This design comes from an exercise in tuning for small area, a short achievable clock period and few clock cycles on the open sky130 flow, not from production work. Only simulation tests tie the RTL to the original design; equivalence was not proved. Power figures rest on the tool's default switching activity, not on a simulated workload.

--- design/flow/design.v ---
module cpu_cache (
	input clk,
	input reset_n,
	output readM1,
	output [15:0] address1,
	input [15:0] instData00,
	input [15:0] instData01,
	input [15:0] instData10,
	input [15:0] instData11,
	input [1:0] instReady,
	output readM2,
	output writeM2,
	output [15:0] address2,
	input [15:0] memData00,
	input [15:0] memData01,
	input [15:0] memData10,
	input [15:0] memData11,
	input [1:0] memReadReady,
	input [1:0] memWriteReady,
	output [15:0] evicted2_address,
	output [15:0] evicted2_00,
	output [15:0] evicted2_01,
	output [15:0] evicted2_10,
	output [15:0] evicted2_11,
	output reg [15:0] num_inst,
	output reg [15:0] output_port,
	output reg is_halted
);
	function flow;
		input [15:0] w;
		flow = (w[15:12] == 4'd9) | (w[15:12] == 4'd10) |
			((w[15:12] == 4'd15) & ((w[5:0] == 6'd25) | (w[5:0] == 6'd26) | (w[5:0] == 6'd29))) |
			((w[15:14] == 2'b00) & w[7]);
	endfunction
	function reads;
		input [15:0] w;
		input [1:0] r;
		reads = ((w[11:10] == r) & ~((w[15:12] == 4'd6) | (w[15:12] == 4'd9) | (w[15:12] == 4'd10) |
				(w[15:12] == 4'd11) | (w[15:12] == 4'd12) | (w[15:12] == 4'd13) | (w[15:12] == 4'd14))) |
			((w[9:8] == r) & (((w[15:12] == 4'd15) & (w[5:2] == 4'd0)) | (w[15:12] == 4'd8) |
				(w[15:12] == 4'd0) | (w[15:12] == 4'd1)));
	endfunction
	reg [1:0] st1, st2r, st2w;
	always @(posedge clk) begin
		st1 <= instReady;
		st2r <= memReadReady;
		st2w <= memWriteReady;
	end
	wire idle1 = (st1 == 2'd2);
	wire idle2r = (st2r == 2'd2);
	wire rdy1 = (instReady == 2'd1);
	wire rdy2 = (memReadReady == 2'd1);
	reg [15:0] pc;
	reg id_v;
	reg [15:0] id_ins;
	reg fa, fb;           
	reg [3:0] ra, rb;     
	reg luse;             
	reg mem_v, mem_fw, mem_ld, mem_st, mem_wwd, mem_hlt;
	reg [1:0] mem_rd;
	reg [15:0] mem_res;
	reg [15:0] mem_sd;
	reg mem_hD, mem_mR;   
	reg [15:0] rf0, rf1, rf2, rf3;
	reg [3:0] rv;          
	reg [13:0] tagI;      
	reg hasI;             
	reg vI;               
	reg [3:0] flI;        
	reg [13:0] tagS;
	reg vS;
	reg [15:0] iS0, iS1, iS2, iS3;
	reg [3:0] flS;
	reg rq1;              
	reg [15:0] a1;        
	reg rq2;              
	reg wq;               
	reg [13:0] tagR;      
	reg hasR;
	reg vR;               
	reg [13:0] tagD;      
	reg vD, dirtyD;
	reg [15:0] dS0, dS1, dS2, dS3;
	reg pk;               
	reg [1:0] pk_w;       
	wire [13:0] pcb = pc[15:2];
	wire mS = vS & (tagS == pcb);
	wire mI = hasI & (tagI == pcb);
	wire ihit = mS | (mI & (vI | rdy1));
	reg [15:0] wS, wI;
	always @(*) begin
		case (pc[1:0])
			2'd0: begin wS = iS0; wI = instData00; end
			2'd1: begin wS = iS1; wI = instData01; end
			2'd2: begin wS = iS2; wI = instData10; end
			default: begin wS = iS3; wI = instData11; end
		endcase
	end
	wire [15:0] fetched = mS ? wS : wI;
	wire [3:0] flcur = mS ? flS : flI;
	wire fetched_fl = (mS | vI) & flcur[pc[1:0]];
	assign readM1 = rq1;
	assign address1 = a1;
	wire take1 = rq1 & idle1;
	wire copy = take1 & vI & ~mS;
	wire [3:0] op = id_ins[15:12];
	wire [1:0] rs = id_ins[11:10];
	wire [1:0] rt = id_ins[9:8];
	wire [1:0] rd = id_ins[7:6];
	wire [5:0] fn = id_ins[5:0];
	wire [7:0] imm = id_ins[7:0];
	wire [15:0] simm = {{8{imm[7]}}, imm};
	wire isR = (op == 4'd15);
	wire isAlu = isR & (fn[5:3] == 3'd0);
	wire isJPR = isR & (fn == 6'd25);
	wire isJRL = isR & (fn == 6'd26);
	wire isWWD = isR & (fn == 6'd28);
	wire isHLT = isR & (fn == 6'd29);
	wire isADI = (op == 4'd4);
	wire isORI = (op == 4'd5);
	wire isLHI = (op == 4'd6);
	wire isLWD = (op == 4'd7);
	wire isSWD = (op == 4'd8);
	wire isBr = (op[3:2] == 2'b00);
	wire isJMP = (op == 4'd9);
	wire isJAL = (op == 4'd10);
	wire [3:0] rae = ra & rv;
	wire [3:0] rbe = rb & rv;
	wire [15:0] rfa = ({16{rae[3]}} & rf3) | ({16{rae[2]}} & rf2) | ({16{rae[1]}} & rf1) | ({16{rae[0]}} & rf0);
	wire [15:0] rfb = ({16{rbe[3]}} & rf3) | ({16{rbe[2]}} & rf2) | ({16{rbe[1]}} & rf1) | ({16{rbe[0]}} & rf0);
	wire [15:0] a = fa ? mem_res : rfa;
	wire [15:0] b = fb ? mem_res : rfb;
	wire [15:0] addr;
	add16 u_addr (.x(a), .y(simm), .ci(1'b0), .s(addr));
	wire aSub = fn[2:0] == 3'd1;
	wire [15:0] asum;
	add16 u_asum (.x(a), .y(b ^ {16{aSub}}), .ci(aSub), .s(asum));
	wire [15:0] neg = ~a + 16'd1;
	reg [15:0] other;
	always @(*) begin
		if (isAlu) begin
			case (fn[2:0])
				3'd2: other = a & b;
				3'd3: other = a | b;
				3'd4: other = ~a;
				3'd5: other = neg;
				3'd6: other = {a[14:0], 1'b0};
				default: other = {a[15], a[15:1]};
			endcase
		end else if (isORI) other = a | {8'd0, imm};
		else if (isLHI) other = {imm, 8'd0};
		else if (isWWD) other = a;
		else other = pc;     
	end
	wire selAddr = isADI | isLWD | isSWD;
	wire selSum = isAlu & ((fn[2:0] == 3'd0) | aSub);
	wire selOther = ~selAddr & ~selSum;
	wire [15:0] res = ({16{selAddr}} & addr) | ({16{selSum}} & asum) | ({16{selOther}} & other);
	wire a_eq_b = (a == b);
	wire a_zero = (a == 16'd0);
	reg bcond;
	always @(*) begin
		case (op[1:0])
			2'd0: bcond = ~a_eq_b;
			2'd1: bcond = a_eq_b;
			2'd2: bcond = ~a[15] & ~a_zero;
			default: bcond = a[15];
		endcase
	end
	wire [15:0] btarget;
	add16 u_btarget (.x(pc), .y(simm), .ci(1'b0), .s(btarget));
	wire taken = (isBr & bcond) | isJMP | isJAL | isJPR | isJRL;
	wire [15:0] target = isBr ? btarget : ((isJMP | isJAL) ? {4'd0, id_ins[11:0]} : a);
	wire wen = isAlu | isADI | isORI | isLHI | isLWD | isJAL | isJRL;
	wire ex_fw = wen & ~isLWD;
	wire [1:0] wrd = (isJAL | isJRL) ? 2'd2 : (isR ? rd : rt);
	wire [13:0] ab = mem_res[15:2];
	wire [1:0] aw = mem_res[1:0];
	wire rok = vR | rdy2;
	assign readM2 = rq2;
	assign writeM2 = wq;
	assign address2 = mem_res;
	assign evicted2_address = {tagD, 2'b00};
	assign evicted2_00 = dS0;
	assign evicted2_01 = dS1;
	assign evicted2_10 = dS2;
	assign evicted2_11 = dS3;
	wire take2 = rq2 & idle2r;
	wire st_hit = mem_v & mem_st & mem_hD & ~pk;
	wire okW = ~(vD & dirtyD) | wq;            
	wire st_fill = mem_v & mem_st & ~mem_hD & mem_mR & okW & ~pk;    
	wire st_alloc = st_fill & rok;                                   
	wire park = mem_v & mem_st & ~mem_hD & ~pk & okW & (take2 | (mem_mR & ~rok));
	wire pk_alloc = pk & rok;
	reg [15:0] wD, wR;
	always @(*) begin
		case (aw)
			2'd0: begin wD = dS0; wR = memData00; end
			2'd1: begin wD = dS1; wR = memData01; end
			2'd2: begin wD = dS2; wR = memData10; end
			default: begin wD = dS3; wR = memData11; end
		endcase
	end
	wire [15:0] ldata = mem_hD ? wD : wR;
	wire mem_done = ~mem_v | (mem_ld ? (~pk & (mem_hD | (mem_mR & rok))) : (mem_st ? (~pk & (mem_hD | st_alloc | park)) : 1'b1));
	wire mem_stall = ~mem_done;
	wire retire = mem_v & mem_done & ~is_halted;
	wire wb_en = mem_v & (mem_fw | mem_ld);
	wire [13:0] tagR_n = take2 ? ab : tagR;
	wire hasR_n = hasR | take2;
	wire dirtyD_n = st_hit | st_alloc | pk_alloc | (dirtyD & ~wq);
	wire pk_n = (pk & ~pk_alloc) | park;
	wire ex_go = id_v & ~luse;              
	wire ex_fire = ex_go & ~mem_stall;
	wire redirect = ex_fire & taken;
	wire hold = id_v & ~ex_fire;            
	wire adv = ihit & ~hold & ~redirect;    
	wire [15:0] pc_inc = pc + 16'd1;
	wire [15:0] pc_n = redirect ? target : (adv ? pc_inc : pc);
	wire id_v_n = hold | (ihit & ~redirect);
	wire [15:0] id_ins_n = adv ? fetched : id_ins;
	wire faS = mem_v & mem_fw & (mem_rd == (id_v ? rs : fetched[11:10]));
	wire fbS = mem_v & mem_fw & (mem_rd == (id_v ? rt : fetched[9:8]));
	wire luS = mem_v & mem_ld & (id_v ? reads(id_ins, mem_rd) : reads(fetched, mem_rd));
	wire faG = ex_go & ex_fw & (wrd == fetched[11:10]);
	wire fbG = ex_go & ex_fw & (wrd == fetched[9:8]);
	wire luG = ex_go & isLWD & reads(fetched, wrd);
	wire fa_n = mem_stall ? faS : faG;
	wire fb_n = mem_stall ? fbS : fbG;
	wire luse_n = mem_stall ? luS : luG;
	wire [3:0] ra_n = hold ? ra : (4'd1 << fetched[11:10]);
	wire [3:0] rb_n = hold ? rb : (4'd1 << fetched[9:8]);
	wire hDg_old = vD & (addr[15:2] == tagD);
	wire mRg = hasR_n & (addr[15:2] == tagR_n);
	wire hDg = (st_alloc | pk_alloc) ? mRg : hDg_old;     
	wire memG = ex_go & (isLWD | isSWD);
	wire hD_n = mem_stall ? (pk_alloc ? mem_mR : mem_hD) : hDg;
	wire mR_n = mem_stall ? (mem_mR | take2) : mRg;
	wire rq2S = mem_v & (mem_ld | mem_st) & ~mem_hD & ~mem_mR & ~take2;
	wire rq2G = memG & ~hDg & ~mRg;
	wire rq2_n = (memWriteReady != 2'd0) & ~pk_n & (mem_stall ? rq2S : rq2G);
	wire wqS = mem_v & mem_st & ~mem_hD & vD & dirtyD & ~wq;
	wire wqG = ex_go & isSWD & ~hDg & (vD | st_alloc) & dirtyD_n;
	wire wq_n = (memWriteReady == 2'd2) & (mem_stall ? wqS : wqG);
	wire [13:0] pfb = pcb + 14'd1;
	wire m_nxt = (vS & (tagS == pfb)) | (hasI & (tagI == pfb));
	wire m_cur = mS | mI;
	wire [13:0] tk = isBr ? btarget[15:2] : (isJMP | isJAL) ? {4'd0, id_ins[11:2]} : a[15:2];
	wire m_tgtS = vS & (tagS == tk);
	wire m_tgtI = hasI & (tagI == tk);
	wire m_tgt = m_tgtS | m_tgtI;
	wire demR = ~m_tgt;
	wire demA = ~((pc[1:0] == 2'd3) ? m_nxt : m_cur) & ~fetched_fl;
	wire demH = ~m_cur & ~(id_v & flow(id_ins));
	wire demE = ~m_cur;
	wire dem_n = redirect ? demR : (adv ? demA : (hold ? demH : demE));
	wire [3:0] ahead = {1'b1, pc[1:0] != 2'd3, ~pc[1], pc[1:0] == 2'd0};
	wire pf = ~take1 & ~(id_v & (flow(id_ins) | isBr)) & (mS | (mI & vI)) & ~|(flcur & ahead) & ~m_nxt;
	wire [15:0] a1_n = pf ? {pfb, 2'b00} : pc_n;
	always @(posedge clk) begin
		if (!reset_n) begin
			pc <= 16'd0;
			id_v <= 1'b0;
			fa <= 1'b0;
			fb <= 1'b0;
			ra <= 4'd0;
			rb <= 4'd0;
			luse <= 1'b0;
			mem_v <= 1'b0;
			num_inst <= 16'd0;
			output_port <= 16'd0;
			is_halted <= 1'b0;
			rv <= 4'd0;
			hasI <= 1'b0;
			vI <= 1'b0;
			vS <= 1'b0;
			rq1 <= 1'b1;
			a1 <= 16'd0;
			rq2 <= 1'b0;
			wq <= 1'b0;
			hasR <= 1'b0;
			vR <= 1'b0;
			vD <= 1'b0;
			dirtyD <= 1'b0;
			pk <= 1'b0;
			mem_hD <= 1'b0;
			mem_mR <= 1'b0;
		end else begin
			if (take1) begin
				tagI <= a1[15:2];
				hasI <= 1'b1;
				vI <= 1'b0;
			end else if (hasI & rdy1) begin
				vI <= 1'b1;
			end
			if (hasI & rdy1) flI <= {flow(instData11), flow(instData10), flow(instData01), flow(instData00)};
			if (copy) begin
				tagS <= tagI;
				vS <= 1'b1;
				flS <= flI;
				iS0 <= instData00;
				iS1 <= instData01;
				iS2 <= instData10;
				iS3 <= instData11;
			end
			rq1 <= dem_n | pf;
			a1 <= a1_n;
			pc <= pc_n;
			id_v <= id_v_n;
			id_ins <= id_ins_n;
			fa <= fa_n;
			fb <= fb_n;
			ra <= ra_n;
			rb <= rb_n;
			luse <= luse_n;
			if (~mem_stall) begin
				mem_v <= ex_fire;
				mem_fw <= ex_fw;
				mem_ld <= isLWD;
				mem_st <= isSWD;
				mem_wwd <= isWWD;
				mem_hlt <= isHLT;
				mem_rd <= wrd;
				mem_res <= res;
				mem_sd <= b;
			end
			mem_hD <= hD_n;
			mem_mR <= mR_n;
			rq2 <= rq2_n;
			wq <= wq_n;
			tagR <= tagR_n;
			hasR <= hasR_n;
			if (take2) vR <= 1'b0;
			else if (hasR & rdy2) vR <= 1'b1;
			dirtyD <= dirtyD_n;
			if (st_alloc) begin
				vD <= 1'b1;
				tagD <= ab;
			end else if (pk_alloc) begin
				vD <= 1'b1;
				tagD <= tagR;
			end
			pk <= pk_n;
			if (park) pk_w <= aw;
			if (st_hit | park) begin
				case (aw)
					2'd0: dS0 <= mem_sd;
					2'd1: dS1 <= mem_sd;
					2'd2: dS2 <= mem_sd;
					default: dS3 <= mem_sd;
				endcase
			end else if (st_fill) begin
				dS0 <= (aw == 2'd0) ? mem_sd : memData00;
				dS1 <= (aw == 2'd1) ? mem_sd : memData01;
				dS2 <= (aw == 2'd2) ? mem_sd : memData10;
				dS3 <= (aw == 2'd3) ? mem_sd : memData11;
			end else if (pk) begin
				if (pk_w != 2'd0) dS0 <= memData00;
				if (pk_w != 2'd1) dS1 <= memData01;
				if (pk_w != 2'd2) dS2 <= memData10;
				if (pk_w != 2'd3) dS3 <= memData11;
			end
			if (retire) begin
				num_inst <= num_inst + 16'd1;
				if (mem_wwd) output_port <= mem_res;
				if (mem_hlt) is_halted <= 1'b1;
			end
			if (wb_en) rv[mem_rd] <= 1'b1;
		end
	end
	always @(posedge clk) begin
		if (wb_en) begin
			case (mem_rd)
				2'd0: rf0 <= mem_ld ? ldata : mem_res;
				2'd1: rf1 <= mem_ld ? ldata : mem_res;
				2'd2: rf2 <= mem_ld ? ldata : mem_res;
				default: rf3 <= mem_ld ? ldata : mem_res;
			endcase
		end
	end
endmodule
module add16 (
	input [15:0] x,
	input [15:0] y,
	input ci,
	output [15:0] s
);
	wire [15:0] p0 = x ^ y;
	wire [15:0] g0 = x & y;
	wire [15:0] g1, p1, g2, p2, g3, p3, g4;
	wire [15:0] gi = {g0[15:1], g0[0] | (p0[0] & ci)};
	genvar i;
	generate
		for (i = 0; i < 16; i = i + 1) begin : l1
			if (i >= 1) begin
				assign g1[i] = gi[i] | (p0[i] & gi[i - 1]);
				assign p1[i] = p0[i] & p0[i - 1];
			end else begin
				assign g1[i] = gi[i];
				assign p1[i] = p0[i];
			end
		end
		for (i = 0; i < 16; i = i + 1) begin : l2
			if (i >= 2) begin
				assign g2[i] = g1[i] | (p1[i] & g1[i - 2]);
				assign p2[i] = p1[i] & p1[i - 2];
			end else begin
				assign g2[i] = g1[i];
				assign p2[i] = p1[i];
			end
		end
		for (i = 0; i < 16; i = i + 1) begin : l3
			if (i >= 4) begin
				assign g3[i] = g2[i] | (p2[i] & g2[i - 4]);
				assign p3[i] = p2[i] & p2[i - 4];
			end else begin
				assign g3[i] = g2[i];
				assign p3[i] = p2[i];
			end
		end
		for (i = 0; i < 16; i = i + 1) begin : l4
			if (i >= 8) begin
				assign g4[i] = g3[i] | (p3[i] & g3[i - 8]);
			end else begin
				assign g4[i] = g3[i];
			end
		end
	endgenerate
	assign s = p0 ^ {g4[14:0], ci};
endmodule
--- design/flow/flow/run.sh ---
#!/bin/bash
# The standard layout (standard.sh), with three changes to how it is made:
#  - ports are buffered with sky130_fd_sc_hd__buf_1 instead of the delay buffer
#    that buffer_ports picks by default,
#  - timing repair aims for 7 ns of setup slack (the SDC is unchanged),
#  - the clock tree clusters up to 25 sinks within 80 um.
# The make output goes to flow.log in this folder; ORFS keeps each step's log
# under orfs/logs.
set -euo pipefail
bash standard.sh \
  "BUFFER_PORTS_ARGS=-buffer_cell sky130_fd_sc_hd__buf_1" \
  SETUP_SLACK_MARGIN=7 \
  CTS_CLUSTER_SIZE=25 \
  CTS_CLUSTER_DIAMETER=80 \
  finish > flow.log 2>&1
--- design/flow/standard.sh ---
#!/bin/bash
# synth_recipe.tcl (not shown) runs the flow's synth.tcl, then flattens the netlist and writes it again
# the make line also repeats each setting of config.mk as NAME=value (left out here)
make -C /OpenROAD-flow-scripts/flow DESIGN_CONFIG=/design/flow/config.mk WORK_HOME=/design/flow/orfs CLKGATE_MAP_FILE= SYNTH_SCRIPT=/design/flow/synth_recipe.tcl "${@:-finish}"
--- design/flow/config.mk ---
export PLATFORM = sky130hd
export DESIGN_NAME = cpu_cache
export DESIGN_NICKNAME = cpu_cache
export VERILOG_FILES = /design/flow/design.v
export SDC_FILE = /design/flow/constraint.sdc
export NUM_CORES = 8
export LEC_CHECK = 0
export CAP_MARGIN = 20
export CORE_MARGIN = 2
export CORE_UTILIZATION = 40
export SLEW_MARGIN = 20
--- design/flow/constraint.sdc ---
create_clock -name core_clock -period 11.0 [get_ports {clk}]
set_input_delay 2.2000 -clock core_clock [delete_from_list [all_inputs] [get_ports {clk}]]
set_output_delay 2.2000 -clock core_clock [all_outputs]
set_load 0.01 [all_outputs]
==> run notes, run 1 <==
Area growth, synth to finish 19.5%; number of cells after detailed placement 3,738; Tmin final 4.08 ns; Via Count 25,100; initial antenna violation count 1; placer congestion estimate 1.04; TNS Setup 0 ns; Leakage 11.7 nW; First DRT Iteration DRCs 3,419; Fillers 6,214; clock share of power approximately two fifths; area of the multi-input gates 15,800 um2; core box area 67,300 um2; std cell rows 95; WS Path Type reg -> reg; die width 265 um; status timing/DRC/antenna clean; DP Area 29,200 um2; Ys Warns 1; leading cell type by number of instances after synthesis edfxtp_1; Clock Tree Root clkbuf_16; critical hold path startpoint a1[7]$_SDFF_PN0_; Critical Path Fanout Max 7; CTS Hold Bufs 0; CP Launch Type register; largest net degree at the start of global routing 47; top cell type's share of synthesized area 34.5%; launch point of the worst reg-to-reg path rv[2]$_SDFFE_PN0P_; Die Y 265 um; vias in the first global route 24,000; register area 11,400 um2; Worst path max stage delay 0.53 ns; Final #Nets 3,275; crit path cell chain buf_6 > buf_4 > nand3_1 > nand4_1 > mux2_4 > clkinvlp_4 > ha_1 > or2_2 > a21o_1 > o211ai_1 > nor2b_4 > xnor3_1 > a311oi_2 > nand4_1 > or4b_4 > o211ai_1 > o32ai_1; Power, Total 3.06 mW; crit end category register; DR pass1 iterations 8; routed length per instance 27.4 um; fin crit share 37.1%; f_max 245 MHz; sw frac 25.6%; Post-synth ARST share 0%; Post-synth EDFFs 313; switching power 785 uW; Logic pwr share 5.5%; overall fraction of global-route tracks in use 29.2%; top cell family by delay on the critical path simple AND/OR/NAND/NOR gates; IO buf count 281; Via-to-Cell Ratio 6.37; PD cells 94.1 nW/um2; clock latency on the worst-skew pair 0.63 ns; Synth Flop Type edfxtp_1; sequential power share 55.4%; Req. time, crit path 11.52 ns; fin. max-slew vios 0; Initial Util 40.5%; CTS tree yes; clk_skew just over 0.03 ns; WP buf/inv 3; CP Launch Point rv[2]$_SDFFE_PN0P_; Reg clk slew, reported paths 0.10 ns; post-route cell area approximately 33,000 um2; RSZ-0062 raised after global routing true; Max IR drop VDD approximately 110 uV; DIE AREA 70,200 um2; post-route ant nets 0; synthesized area 27,200 um2; Yosys cell types 110; Num CTS Buffers 29; GRT overflow 0; most frequent cells after synthesis 313 x edfxtp_1, 195 x nor2_1, 189 x nand2_1; Finished Layout Cells 3,941; Synth area leader edfxtp_1; clock sinks 412; mean post-synth cell area 10.0 um2; # setup viols final 0; layout cells sized above 1 19.6%; total wire length between 100,000 and 150,000 um; Worst Tran Pin Value 1.04 ns; Mapped Cells 2,724; Worst path slowest cell or4b_4; hpwl dp 76,100 um; first-pass GRT wire length 157,000 um; Synth Register Bits 412; CTS H-tree lvls 1; HP Class reg -> reg; DRC 0; Clock Tree Buf Depth 3; largest cells by area after synthesis edfxtp_1 35%, dfxtp_1 7.3%, ha_1 4.2%; Int Pwr 2.28 mW; Slew Limit Headroom 30.6%; IO Count 284; CP Data Arrival Time 4.60 ns; register area share after synthesis a little over two fifths; maxcap violations 0; Hold Vio Cnt, Final 0
[worst register-to-register path, delay by kind of cell (launching register included)]
| kind | cells | cell delay (ns) |
|---|---|---|
| AND/OR/NAND/NOR | 6 | 1.49 |
| flip-flops | 1 | 0.38 |
| adder cells (fa/ha/maj) | 1 | 0.23 |
| multiplexers | 1 | 0.40 |
| XOR/XNOR | 1 | 0.27 |
| buffers and inverters | 3 | 0.36 |
| AO/OA/AOI/OAI | 5 | 0.86 |
[kinds of logic after synthesis]
kind of cell	synth area share, %
simple gates	16.4
other cells	0.0138
compound gates	16.8
flops	41.8
mux	8.81
fa+ha+maj	4.40
buf+inv	4.31
xor+xnor	7.51
[power by group through the flow]
stage	Sequential (mW)	Clock (mW)	Combinational [mW]
floorplan	1.72	0	0.0899
global placement	1.74	0	0.146
detailed placement	1.74	0	0.150
CTS	1.70	1.22	0.161
global route	1.70	1.27	0.180
finish	1.70	1.20	0.168
[state kept, by name, summed over array words and instances, names as in the netlist, 16 cells and up]
name and cells:
id_ins 16, output_port 16, rf2 16, rf3 16, iS2 16, dS0 16
iS1 16, num_inst 16, dS1 16, a1 16, iS3 16, mem_res 16
rf0 16, rf1 16, iS0 16, mem_sd 16, pc 16, dS3 16
dS2 16
[final timing paths]
check | slack, ns | endpoint | cells past startpoint
worst max-delay path | 6.92 | wq$_SDFF_PN0_ | 17
worst min-delay path | 0.44 | tagI[5]$_DFFE_PP_ | 0
worst max register to register | 6.92 | wq$_SDFF_PN0_ | 17
worst min register to register | 0.44 | tagI[5]$_DFFE_PP_ | 0
[final cells by class]
type                    count  area share, %
diodes                      1        0.00769
clock buffers              32           2.26
clock inverters            21          0.876
inverters                  98           1.34
multi-input cells        2032           48.4
flip-flops and latches    412           35.1
well taps                 873           3.35
repair buffers            470           8.63
repair inverters            2         0.0384
[what timing repair did]
item,CTS,global route
buffers inserted,88,51
gates cloned,4,6
pin swaps,38,41
setup endpoints to repair,213,157
gates resized for setup,158,114
[stage by stage]
stage          hold WS, ns  setup slack, ns  utilization (%)
5_1_grt              0.464             6.80             48.4
2_1_floorplan        0.424             6.82                -
6_report             0.442             6.92             48.4
3_3_place_gp         0.427             5.93             43.3
3_5_place_dp         0.418             5.87             43.3
4_1_cts              0.439             6.94             46.9
[per-layer routing]
layer,track usage (%),part of all wire [%],vias to the layer above
li1,-,-,11000
met1,38.8,40,12300
met2,47.1,46,1514
met3,4.74,9.1,293
met4,12.5,4.9,0
met5,0,0,-
[cell usage in the layout (no fill, tap or decap), types with 72 or more instances in the layout]
master / synthesis / final
edfxtp_1: 313 / 313
nor2_1: 195 / 185
o21ai_0: 103 / 84
buf_4: 7 / 148
dfxtp_1: 99 / 80
a21oi_1: 176 / 165
nand3_1: 159 / 156
mux2_2: 91 / 85
nand2_1: 189 / 186
ha_1: 91 / 72
xnor2_1: 127 / 120
inv_1: 87 / 76
buf_1: 20 / 279
Testbench counts, summed over its fixed seeds: cycles 243,786.
==> run 2: changes to the inputs <==
--- a/design/flow/flow/run.sh
+++ b/design/flow/flow/run.sh
@@ -4,5 +4,6 @@
 #    that buffer_ports picks by default,
 #  - timing repair aims for 7 ns of setup slack (the SDC is unchanged),
-#  - the clock tree clusters up to 25 sinks within 80 um.
+#  - the clock tree clusters up to 25 sinks within 80 um,
+#  - timing repair works on the worst 30% of the failing endpoints.
 # The make output goes to flow.log in this folder; ORFS keeps each step's log
 # under orfs/logs.
@@ -12,4 +13,5 @@
   SETUP_SLACK_MARGIN=7 \
   CTS_CLUSTER_SIZE=25 \
+  TNS_END_PERCENT=30 \
   CTS_CLUSTER_DIAMETER=80 \
   finish > flow.log 2>&1
==> run 2 against run 1 <==
Still clean; wire length down 1.8%; fmax down 2.2%; critical path type unchanged; non-clock buffer count up 3; sequential cell count unchanged.
==> run notes, run 2 <==
status timing/DRC/antenna clean (unchanged); clock latency on the worst-skew pair 0.62 ns (was 0.63 ns); CP Data Arrival Time 4.67 ns (was 4.60 ns); leading cell type by number of instances after synthesis edfxtp_1 (unchanged); Hold Vio Cnt, Final 0 (unchanged); Critical Path Fanout Max 7 (unchanged); CTS H-tree lvls 1 (unchanged); hpwl dp 75,500 um (was 76,100 um); first-pass GRT wire length 153,000 um (was 157,000 um); register area share after synthesis 41.8% (unchanged); Leakage 11.6 nW (was 11.7 nW); f_max 240 MHz (was 245 MHz); DR pass1 iterations 9 (was 8); worst setup margin 6.83 ns (was 6.92 ns); mux contribution to synthesized area 8.81% (unchanged); XOR/XNOR share of the synthesized area 7.51% (unchanged); Initial Util 40.5% (unchanged); DRC 0 (unchanged); Max IR drop VDD 85.8 uV (was 107 uV); flop2flop setup slack 6.83 ns (was 6.92 ns); vias in the first global route 23,500 (was 24,000); Fillers 6,363 (was 6,214); Clock Tree Buf Depth 3 (unchanged); First DRT Iteration DRCs 3,115 (was 3,419); fin crit share 37.9% (was 37.1%); Compound-Gate Fraction of Synth Area 16.8% (unchanged); total wire length 106,000 um (was 108,000 um); CP Launch Point ra[0]$_SDFFE_PN0N_ (was rv[2]$_SDFFE_PN0P_); routed length per instance 26.9 um (was 27.4 um); Num CTS Buffers 27 (was 29); Adder-Cell Fraction of Synth Area 4.40% (unchanged); IO buf count 281 (unchanged); clk_skew 0.0316 ns (was 0.0311 ns); Ys Warns 1 (unchanged); DIE AREA 70,200 um2 (unchanged); Synth Flop Type edfxtp_1 (unchanged); TNS Setup 0 ns (unchanged); CP Launch Type register (unchanged); overall fraction of global-route tracks in use 28.6% (was 29.2%); WS Path Type reg -> reg (unchanged); R2R Path End wq$_SDFF_PN0_ (unchanged); post-synthesis simple-gate area fraction 16.4% (unchanged); Area growth, synth to finish 18.5% (was 19.5%); RSZ-0062 raised after global routing true (unchanged); GRT overflow 0 (unchanged); # setup viols final 0 (unchanged); placer congestion estimate 1.03 (was 1.04); commonest non-fill, non-tap cell in the layout edfxtp_1 (unchanged); most frequent cells after synthesis 313 x edfxtp_1, 195 x nor2_1, 189 x nand2_1 (unchanged); Synth Register Bits 412 (unchanged); Reg clk slew, reported paths 0.10 ns (about the same); post-route ant nets 0 (unchanged); die width 265 um (unchanged); Synth area leader edfxtp_1 (unchanged); combinational family with the most area after synthesis compound AO/OA/AOI/OAI gates (unchanged); Via Count 25,100 (about the same); worst r2r path cells 16 (was 17); Yosys cell types 110 (unchanged); PD cells 93.4 nW/um2 (was 94.1 nW/um2); top cell type's share of synthesized area 34.5% (unchanged); Worst Setup EP wq$_SDFF_PN0_ (unchanged); fin. max-slew vios 0 (unchanged); CTS tree yes (unchanged); Final #Nets 3,274 (was 3,275); crit end category register (unchanged); synthesized area 27,200 um2 (unchanged); mean post-synth cell area 10.0 um2 (unchanged); Via-to-Cell Ratio 6.37 (about the same); Die Y 265 um (unchanged); Req. time, crit path 11.50 ns (was 11.52 ns); core box area 67,300 um2 (unchanged); most frequent cells in the layout 313 x edfxtp_1, 280 x buf_1, 188 x nor2_1, 188 x nand2_1, 166 x a21oi_1 (was 313 x edfxtp_1, 279 x buf_1, 186 x nand2_1, 185 x nor2_1, 165 x a21oi_1); Mapped Cells 2,724 (unchanged); HP Class reg -> reg (unchanged); initial antenna violation count 4 (was 1); launch point of the worst reg-to-reg path ra[0]$_SDFFE_PN0N_ (was rv[2]$_SDFFE_PN0P_); largest cells by area after synthesis edfxtp_1 35%, dfxtp_1 7.3%, ha_1 4.2% (unchanged); pre-CTS setup slack 5.61 ns (was 5.87 ns); Worst Tran Pin Value 1.14 ns (was 1.04 ns); layout cells sized above 1 18.4% (was 19.6%); largest net degree at the start of global routing 47 (unchanged); Slew Limit Headroom 23.8% (was 30.6%); Post-synth ARST share 0% (unchanged); clock sinks 412 (unchanged); maxcap violations 0 (unchanged); std cell rows 95 (unchanged); IO Count 284 (unchanged); Post-synth EDFFs 313 (unchanged); Clock Tree Root clkbuf_16 (unchanged); Tmin final 4.17 ns (was 4.08 ns)
run 2: kinds of logic (layout without fill, tap and decap cells):
| logic type | after synthesis | count (layout) |
|---|---|---|
| AND/OR/NAND/NOR | 875 | 877 |
| adder cells (fa/ha/maj) | 94 | 94 |
| flip-flops | 412 | 412 |
| buffers and inverters | 283 | 621 |
| XOR/XNOR | 206 | 206 |
| AO/OA/AOI/OAI | 667 | 667 |
| multiplexers | 186 | 186 |
| other | 1 | 4 |
run 2: per-layer routing:
layer / global-route usage [%] / part of all wire (%) / vias to the layer above / wire [um]
li1: - / - / 11000 / -
met1: 38.3 / 40 / 12300 / 42800
met2: 46.1 / 46 / 1516 / 48300
met3: 3.92 / 8.9 / 281 / 9480
met4: 13.0 / 5.1 / 2 / 5440
met5: 0 / 0.010 / - / 11
run 2: area by class of cell:
cell class                      instances  area, um2  area share [%]
Timing Repair Buffer                  473       2790            8.64
Antenna cell                            2       5.00          0.0155
Multi-Input combinational cell       2032      15600            48.3
Inverter                               98        430            1.33
Sequential cell                       412      11400            35.4
Tap cell                              873       1090            3.38
Clock inverter                         19        255           0.791
Clock buffer                           31        701            2.17
run 2: critical path, stage by stage (launching register included):
cell      delay, ns
dfxtp_4        0.39
buf_6          0.15
nand3_1        0.09
nand4_1        0.35
mux2_4         0.43
buf_4          0.15
ha_1           0.39
nor4b_1        0.08
a31oi_1        0.23
nand4_1        0.14
nor4_2         0.24
nand4_1        0.17
nor4b_2        0.30
nand4_1        0.17
or4b_4         0.52
o211ai_1       0.13
o32ai_1        0.12
run 2: where the power goes:
part / internal (mW) / total (mW) / switching (mW)
combinational: 0.0662 / 0.166 / 0.100
clock: 0.521 / 1.15 / 0.630
sequential: 1.68 / 1.70 / 0.0183
run 2: worst min path at each step:
stage                            start  cells past startpoint  slack (ns)            endpoint
finish               a1[14]$_SDFF_PN0_                      0        0.44  tagI[12]$_DFFE_PP_
global placement     a1[10]$_SDFF_PN0_                      0        0.43   tagI[8]$_DFFE_PP_
CTS                  a1[14]$_SDFF_PN0_                      0        0.44  tagI[12]$_DFFE_PP_
global route         a1[14]$_SDFF_PN0_                      0        0.46  tagI[12]$_DFFE_PP_
floorplan           tagI[11]$_DFFE_PP_                      0        0.42  tagS[11]$_DFFE_PP_
detailed placement   a1[14]$_SDFF_PN0_                      0        0.42  tagI[12]$_DFFE_PP_
run 2: repair_timing:
item,4_1_cts,5_1_grt
endpoints found under the setup margin,250,229
gates resized for setup,140,82
hold buffers,0,0
setup buffers,45,94
pin swaps,22,45
gates cloned,4,2
run 2: through the flow:
stage          cell area [um2]  utilization [%]  hold WS, ns  std cells  total power [mW]
6_report                 32300             48.0        0.439       3940              3.01
4_1_cts                  31000             46.1        0.444       3839              3.02
5_1_grt                  32300             48.0        0.462       3940              3.10
2_1_floorplan            27400                -        0.424       2725              1.81
3_3_place_gp             29100             43.3        0.426       3740              1.88
3_5_place_dp             29100             43.3        0.422       3740              1.89

[static timing again, ports no longer ideal]
Ports are ideal in the flow. The routed layouts listed here were re-timed in OpenROAD. Step 1 assumes that a clkbuf_16 drives the clock port and a buf_2 every other input. Step 2 moves the port delays by t, midway between the first and last clock arrival at a register: inputs arrive t later, outputs are due t later. That takes back most of the time a late clock gives input paths. a / b / c = ideal ports / drivers / drivers and shift; a / b = the first two.
run | t, ns | setup WS [ns] | worst setup path after step 2 | slew at the worst register clock pin (ns) | cell pins on the clock port's net
run 1 | 0.682 | 6.922 / 6.922 / 6.347 | input to register | 0.10 / 0.10 | 1
run 2 | 0.667 | 6.830 / 6.830 / 6.234 | input to register | 0.10 / 0.10 | 1
After both steps every run listed still meets setup and hold. For run 2, which loses most, drivers alone change the setup slack by 0.000 ns; drivers and shift together by -0.596 ns.
